This design comes from an exercise in tuning for small area on the open sky130 flow, not from production work.
The RTL was checked by simulation tests, not by an equivalence proof against the original design.
Power and IR drop assume default switching activity.

### flow/config.mk
export PLATFORM = sky130hd
export DESIGN_NAME = systolic_array
export DESIGN_NICKNAME = systolic_array
export VERILOG_FILES = /design/flow/design.v
export SDC_FILE = /design/flow/constraint.sdc
export NUM_CORES = 4
export LEC_CHECK = 0
export CAP_MARGIN = 20
export CORE_MARGIN = 2
export CORE_UTILIZATION = 40
export PLACE_DENSITY = 0.6
export SLEW_MARGIN = 20
export SYNTH_HIERARCHICAL = 1
export SYNTH_MINIMUM_KEEP_SIZE = 0
### flow/constraint.sdc
create_clock -name core_clock -period 6.0 [get_ports {clk}]
set_input_delay 1.2000 -clock core_clock [delete_from_list [all_inputs] [get_ports {clk}]]
set_output_delay 1.2000 -clock core_clock [all_outputs]
set_load 0.01 [all_outputs]
### flow/design.v
module sa_fa (input a, b, c, output s, co);
    assign s = a ^ b ^ c;
    assign co = (a & b) | (a & c) | (b & c);
endmodule
module sa_ha (input a, b, output s, co);
    assign s = a ^ b;
    assign co = a & b;
endmodule
module systolic_array #(
    parameter m = 8,
    parameter n = 8,
    parameter input_width = 8
)
(
    input clk, reset,
    input [0:m * input_width - 1] in_row,
    input [0:n * input_width - 1] in_col,
    output [0:m * n * 2 * input_width - 1] out
);
    wire [7:0] an [0:7][0:7];
    wire [7:0] bn [0:7][0:7];
    reg [7:0] ar [0:7][0:6];
    reg [7:0] br [0:6][0:7];
    reg [15:0] acc [0:7][0:7];
    reg [6:0] r;
    always @(posedge clk)
        r <= {r[5:0], 1'b0} | {7{reset}};
    genvar i, j, k;
    generate
        for (i = 0; i < 8; i = i + 1) begin : g_in
            for (k = 0; k < 8; k = k + 1) begin : g_bit
                assign an[i][0][k] = ~in_row[8 * i + 7 - k];
                assign bn[0][i][k] = ~in_col[8 * i + 7 - k];
            end
        end
        for (i = 0; i < 8; i = i + 1) begin : g_row
            for (j = 0; j < 8; j = j + 1) begin : g_col
                if (j < 7) begin : g_a
                    always @(posedge clk) ar[i][j] <= an[i][j];
                    assign an[i][j + 1] = ar[i][j];
                end
                if (i < 7) begin : g_b
                    always @(posedge clk) br[i][j] <= bn[i][j];
                    assign bn[i + 1][j] = br[i][j];
                end
                wire mk = (i > j ? i : j) == 0 ? 1'b0 : r[(i > j ? i : j) - 1];
                wire [7:0] am = an[i][j] | {8{mk}};
                wire [7:0] bm = bn[i][j];
                wire [15:0] c = acc[i][j];
                wire [15:0] sum;
                wire [63:0] pp;
                for (k = 0; k < 64; k = k + 1) begin : g_pp
                    assign pp[k] = ~(am[k / 8] | bm[k % 8]);
                end
                wire s0, k0;
                sa_ha u0 (c[0], pp[0], s0, k0);
                wire s1, k1;
                sa_fa u1 (c[1], pp[1], pp[8], s1, k1);
                wire s2, k2;
                sa_ha u2 (k0, s1, s2, k2);
                wire s3, k3;
                sa_fa u3 (c[2], pp[16], pp[2], s3, k3);
                wire s4, k4;
                sa_fa u4 (pp[9], k1, s3, s4, k4);
                wire s5, k5;
                sa_ha u5 (k2, s4, s5, k5);
                wire s6, k6;
                sa_fa u6 (c[3], pp[10], pp[17], s6, k6);
                wire s7, k7;
                sa_fa u7 (pp[24], pp[3], k3, s7, k7);
                wire s8, k8;
                sa_fa u8 (s6, k4, s7, s8, k8);
                wire s9, k9;
                sa_ha u9 (k5, s8, s9, k9);
                wire s10, k10;
                sa_fa u10 (c[4], pp[11], pp[18], s10, k10);
                wire s11, k11;
                sa_fa u11 (pp[25], pp[32], pp[4], s11, k11);
                wire s12, k12;
                sa_fa u12 (k6, s10, s11, s12, k12);
                wire s13, k13;
                sa_fa u13 (k7, s12, k8, s13, k13);
                wire s14, k14;
                sa_ha u14 (k9, s13, s14, k14);
                wire s15, k15;
                sa_fa u15 (c[5], pp[12], pp[19], s15, k15);
                wire s16, k16;
                sa_fa u16 (pp[26], pp[33], pp[40], s16, k16);
                wire s17, k17;
                sa_fa u17 (pp[5], k10, k11, s17, k17);
                wire s18, k18;
                sa_fa u18 (s15, s16, k12, s18, k18);
                wire s19, k19;
                sa_fa u19 (s17, s18, k13, s19, k19);
                wire s20, k20;
                sa_ha u20 (k14, s19, s20, k20);
                wire s21, k21;
                sa_fa u21 (c[6], pp[13], pp[20], s21, k21);
                wire s22, k22;
                sa_fa u22 (pp[27], pp[34], pp[41], s22, k22);
                wire s23, k23;
                sa_fa u23 (pp[48], pp[6], k15, s23, k23);
                wire s24, k24;
                sa_fa u24 (k16, s21, s22, s24, k24);
                wire s25, k25;
                sa_fa u25 (k17, s23, s24, s25, k25);
                wire s26, k26;
                sa_fa u26 (k18, s25, k19, s26, k26);
                wire s27, k27;
                sa_ha u27 (k20, s26, s27, k27);
                wire s28, k28;
                sa_fa u28 (c[7], pp[14], pp[21], s28, k28);
                wire s29, k29;
                sa_fa u29 (pp[28], pp[35], pp[42], s29, k29);
                wire s30, k30;
                sa_fa u30 (pp[49], pp[56], pp[7], s30, k30);
                wire s31, k31;
                sa_fa u31 (k21, k22, s28, s31, k31);
                wire s32, k32;
                sa_fa u32 (s29, s30, k23, s32, k32);
                wire s33, k33;
                sa_fa u33 (k24, s31, s32, s33, k33);
                wire s34, k34;
                sa_fa u34 (k25, s33, k26, s34, k34);
                wire s35, k35;
                sa_ha u35 (k27, s34, s35, k35);
                wire s36, k36;
                sa_fa u36 (c[8], pp[15], pp[22], s36, k36);
                wire s37, k37;
                sa_fa u37 (pp[29], pp[36], pp[43], s37, k37);
                wire s38, k38;
                sa_fa u38 (pp[50], pp[57], k28, s38, k38);
                wire s39, k39;
                sa_fa u39 (k29, k30, s36, s39, k39);
                wire s40, k40;
                sa_fa u40 (s37, k31, s38, s40, k40);
                wire s41, k41;
                sa_fa u41 (s39, k32, s40, s41, k41);
                wire s42, k42;
                sa_fa u42 (k33, s41, k34, s42, k42);
                wire s43, k43;
                sa_ha u43 (k35, s42, s43, k43);
                wire s44, k44;
                sa_fa u44 (c[9], pp[23], pp[30], s44, k44);
                wire s45, k45;
                sa_fa u45 (pp[37], pp[44], pp[51], s45, k45);
                wire s46, k46;
                sa_fa u46 (pp[58], k36, k37, s46, k46);
                wire s47, k47;
                sa_fa u47 (s44, s45, k38, s47, k47);
                wire s48, k48;
                sa_fa u48 (k39, s46, k40, s48, k48);
                wire s49, k49;
                sa_fa u49 (s47, k41, s48, s49, k49);
                wire s50, k50;
                sa_fa u50 (s49, k42, k43, s50, k50);
                wire s51, k51;
                sa_fa u51 (c[10], pp[31], pp[38], s51, k51);
                wire s52, k52;
                sa_fa u52 (pp[45], pp[52], pp[59], s52, k52);
                wire s53, k53;
                sa_fa u53 (k44, k45, s51, s53, k53);
                wire s54, k54;
                sa_fa u54 (s52, k46, s53, s54, k54);
                wire s55, k55;
                sa_fa u55 (k47, s54, k48, s55, k55);
                wire s56, k56;
                sa_fa u56 (s55, k49, k50, s56, k56);
                wire s57, k57;
                sa_fa u57 (c[11], pp[39], pp[46], s57, k57);
                wire s58, k58;
                sa_fa u58 (pp[53], pp[60], k51, s58, k58);
                wire s59, k59;
                sa_fa u59 (k52, s57, k53, s59, k59);
                wire s60, k60;
                sa_fa u60 (s58, k54, s59, s60, k60);
                wire s61, k61;
                sa_fa u61 (s60, k55, k56, s61, k61);
                wire s62, k62;
                sa_fa u62 (c[12], pp[47], pp[54], s62, k62);
                wire s63, k63;
                sa_fa u63 (pp[61], k57, s62, s63, k63);
                wire s64, k64;
                sa_fa u64 (k58, s63, k59, s64, k64);
                wire s65, k65;
                sa_fa u65 (k60, s64, k61, s65, k65);
                wire s66, k66;
                sa_fa u66 (c[13], pp[55], pp[62], s66, k66);
                wire s67, k67;
                sa_fa u67 (k62, s66, k63, s67, k67);
                wire s68, k68;
                sa_fa u68 (s67, k64, k65, s68, k68);
                wire s69, k69;
                sa_fa u69 (c[14], pp[63], k66, s69, k69);
                wire s70, k70;
                sa_fa u70 (s69, k67, k68, s70, k70);
                wire x71 = c[15] ^ k69;
                wire x72 = x71 ^ k70;
                assign sum = {x72, s70, s68, s65, s61, s56, s50, s43, s35, s27, s20, s14, s9, s5, s2, s0};
                always @(posedge clk)
                    acc[i][j] <= reset ? 16'd0 : sum;
                for (k = 0; k < 16; k = k + 1) begin : g_out
                    assign out[16 * (8 * i + j) + k] = acc[i][j][15 - k];
                end
            end
        end
    endgenerate
endmodule
### flow/run.sh
#!/bin/bash
# synth_recipe.tcl (not shown) runs the flow's synth.tcl, then flattens the netlist and writes it again
# the make line also repeats each setting of config.mk as NAME=value (left out here)
make -C /OpenROAD-flow-scripts/flow DESIGN_CONFIG=/design/flow/config.mk WORK_HOME=/design/flow/orfs CLKGATE_MAP_FILE= SYNTH_SCRIPT=/design/flow/synth_recipe.tcl finish
==> results.cfg <==
[synth]
ys_ff_latch = 1927
yosys_most_used_dff = dfxtp_1
synthCells = 13521
yosys-top-cells-area = fa_1 50%, dfxtp_1 24%, nor2_1 8.9%, ha_1 4.5%, nor2b_1 3.8%
yosysTopAreaCellShare_pct = 50.04
ys_async_sr_fraction_pct = 0
synth_area_per_cell_um2 = 11.74
synth.most_common_cell = fa_1
synth_cell_type_count = 18
yosysSeqAreaShare_pct = 24.30
synth_area_um2 = 158700
ys_top_cells_by_count = 3968 x fa_1, 3750 x nor2_1, 1927 x dfxtp_1
yosysTopAreaCell = fa_1
synth_edf_count = 0
syn_nets = 18195
yosys_warnings = 10

[global_route]
grt_pass1_vias = 116878
use_met3_pct = 5.390
antenna_found_initial = 39
use_met2_pct = 41.72
busiest_layer = met2
grtUsageMet1_pct = 32.36
grt-ovfl-total = 0
grt_pass1_wl_mm = 768.1
grt_start_max_net_pins = 167
grt.total_usage_pct = 26.08

[layout]
drive_above_1_share_pct = 27.27
area_growth_syn_to_layout_pct = 26.49
fillers = 34712
final_net_count = 20378
stdcell_area_um2 = 200800
regArea_um2 = 38600
multi_input_area_um2 = 118400
final_util_pct = 50.78

[floorplanning]
die_h_um = 634.0
die_width_um = 634.0
ios = 1154
rows = 231
coreArea_um2 = 395400
initial_core_util_pct = 40.15
die_area_um2 = 401900

[clock_tree]
numCtsBuffers = 242
cts-htree-levels = 4
cts_tree = yes
clock_sinks = 1927
cts-root-buf = clkbuf_16
clock_latency_ns = 0.98
clkSlewWorstSetupHoldPaths_ns = 0.06
clk_path_buf_depth = 4

[power]
clock_power_share_pct = 39.6
ir_drop_v = 0.0002715
p_sw_share_pct = 30.80
power.leakage_nw = 98.51
power_switching_mw = 12.45
powerDensity_nw_per_um2 = 201.3
p_int_mw = 27.97
combPwrFrac_pct = 23.6
pwr-share-seq_pct = 36.8

[place]
portBuffers = 1153
dpl_cell_area_um2 = 189800
place_congestion = 0.9641
place_hpwl_mm = 438.5
dp_slack_ns = -1.851

[timing]
tightestPinTransition_ns = 0.8775
fin_skew_ns = 0.05409
setup_slack_ns = -0.8073
period_share_pct = 113.5
finalSetupViolations = 214
fmax_mhz = 146.9
slew_headroom_pct = 41.50
finalCriticalPeriod_ns = 6.807
grt_setup_unrepaired = true
slew_viol_final = 0
finalHoldViolations = 0

[route]
route.detailed.drc = 0
vias_per_cell = 4.850
antenna_left = 0
dr.pass1.iters = 6
wirelength_mm = 513.1
wl_per_cell_um = 24.13
vias = 103156
drtIter0Drc = 6113

[critical_path]
crit_cells = 21
crit_top_cell = fa_2
endpoint_kind = register
crit_slowest_cell = fa_1
crit_buf_inv = 2
cp_max_fo = 8
critPathArrivalTime_ns = 7.66
path_delay_family = adder cells
critPathMaxStageDelay_ns = 0.46
worstRegToRegCells = 21
path_cells = buf_4, buf_12, or2_4, nor2_4, fa_1, fa_2, fa_2, fa_2, fa_2, fa_2, fa_2, fa_1, ha_2, fa_2, fa_2, fa_2, fa_2, fa_2, fa_2, xnor3_1, nor2_1
path_class = register to register
crit_required_ns = 6.85
start_kind = register

[run_status]
outcome = finished with violations
so.violations = setup timing

[worst_hold_path]
whs_path_depth = 0
worstHoldPathType = register to register

[run]
drv_cap = 0
## power groups by stage
stage          Sequential, mW  Clock (mW)  Combinational, mW
6_report                 14.9        16.0               9.53
5_1_grt                  15.0        16.9               10.6
4_1_cts                  14.9        16.4               9.62
3_5_place_dp             15.2           0               9.45
3_3_place_gp             15.2           0               9.35
2_1_floorplan            14.8           0               5.21
## cell families (layout without fill, tap and decap cells)
| family | after synthesis | after routing | share of synthesized area [%] |
|---|---|---|---|
| adders and majority gates | 4544 | 4544 | 54.58 |
| xor gates and xnor gates | 64 | 64 | 0.9080 |
| other | 0 | 116 | 0 |
| buffers and inverters | 1307 | 3697 | 3.742 |
| and+or+nand+nor | 5679 | 5679 | 16.47 |
| DFF | 1927 | 1927 | 24.30 |
## layer usage
| metal | up-vias | part of all wire, % |
|---|---|---|
| li1 | 44906 | - |
| met1 | 54085 | 39 |
| met2 | 3272 | 47 |
| met3 | 881 | 6.6 |
| met4 | 12 | 7.7 |
| met5 | - | 0.015 |
## placed cells by master (no fill, tap or decap), types with 7 or more instances in the layout
cell type	synthesis	final
or2_4	0	126
fa_2	0	847
dfxtp_1	1927	1920
bufinv_16	0	38
buf_12	0	79
inv_1	112	112
nor2_1	3750	3499
clkdlybuf4s50_1	0	1131
nor2_4	0	138
nand2b_2	0	7
inv_6	0	19
xnor3_1	64	64
buf_6	70	11
diode_2	0	116
dlymetal6s2s_1	0	16
ha_2	0	64
buf_4	0	1853
clkbuf_16	0	252
clkbuf_8	0	33
fa_1	3968	3121
nor2_2	406	519
nor2b_1	960	952
clkinv_4	0	22
or2_1	183	135
or2_2	264	186
nand2b_1	112	72
nand2b_4	0	33
dfxtp_4	0	7
clkinv_2	0	44
clkbuf_1	247	21
ha_1	576	512
buf_8	0	9
clkinv_1	16	8
clkinvlp_4	0	27
## per-module statistics from Yosys (local to each module, per instance)
module / flops+latches / times used
systolic_array: 1927 / 1
sa_fa: 0 / 3968
sa_ha: 0 / 576
## layout make-up
type | count | share of cell area (%)
clock inverters | 154 | 1.026
flip-flops and latches | 1927 | 19.22
inverters | 128 | 0.2686
diodes | 116 | 0.1446
repair buffers | 3118 | 13.79
clock buffers | 297 | 3.294
multi-input cells | 10287 | 58.99
well taps | 5242 | 3.266
## worst reg2reg max path: cells and delay by family (launching register included)
family / cells / cell delay [ns]
adders and majority gates: 15 / 5.31
DFF: 1 / 0.41
buffers and inverters: 2 / 0.31
and+or+nand+nor: 3 / 0.48
xor gates and xnor gates: 1 / 0.21
## state kept, by name (all words and copies together), names as in the netlist
register,count
acc,1024
br,448
r,7
ar,448
## timing repair
action / CTS / global route
buffers inserted: 20 / 21
gates resized for setup: 203 / 230
setup endpoints to repair: 237 / 256
hold buffers: 0 / 0
pin swaps: 90 / 94
gates cloned: 6 / 9
## stage by stage
stage / instances / power [mW] / hold slack, ns / TNS [ns]
finish: 21269 / 40.43 / 0.3543 / -104.65
global route: 21256 / 42.49 / 0.3743 / -140.57
detailed placement: 20649 / 24.60 / 0.3550 / -189.14
CTS: 21126 / 40.96 / 0.3538 / -111.87
global placement: 20649 / 24.53 / 0.3343 / -178.68
floorplan: 13521 / 20.06 / 0.3231 / -96.28
## path summary, 6_finish.rpt
path                               start          end  slack, ns
worst max-delay path                r[3]  acc[36][15]      -0.81
worst min-delay path            br[5][7]    br[13][7]       0.35
worst min register to register  br[5][7]    br[13][7]       0.35
worst max register to register      r[3]  acc[36][15]      -0.81

-- port drivers added, routing unchanged --
How much do the figures lean on ideal ports? The routed layout below was timed once more, with nothing changed but the port constraints. Step 1 assumes that a clkbuf_16 drives the clock port and a buf_2 every other input. Step 2 adds t to the input delays and takes it off the output delays; t is the mean of the earliest and latest rising clock arrival at the registers after step 1. Input paths then give back, and output paths get back, about the clock's delay inside the block. Slacks: ideal / step 1 / step 2; pairs: ideal / step 1.
shift t [ns]: 1.069
setup WS [ns]: -0.807 / -0.910 / -1.979
hold slack, ns: 0.354 / 0.354 / 0.354
worst setup path at the end: input to register
latest minus earliest clock arrival (ns): 0.071 / 0.070
The setup slack of this run moves by -0.103 ns with the drivers and by -1.172 ns with both steps.
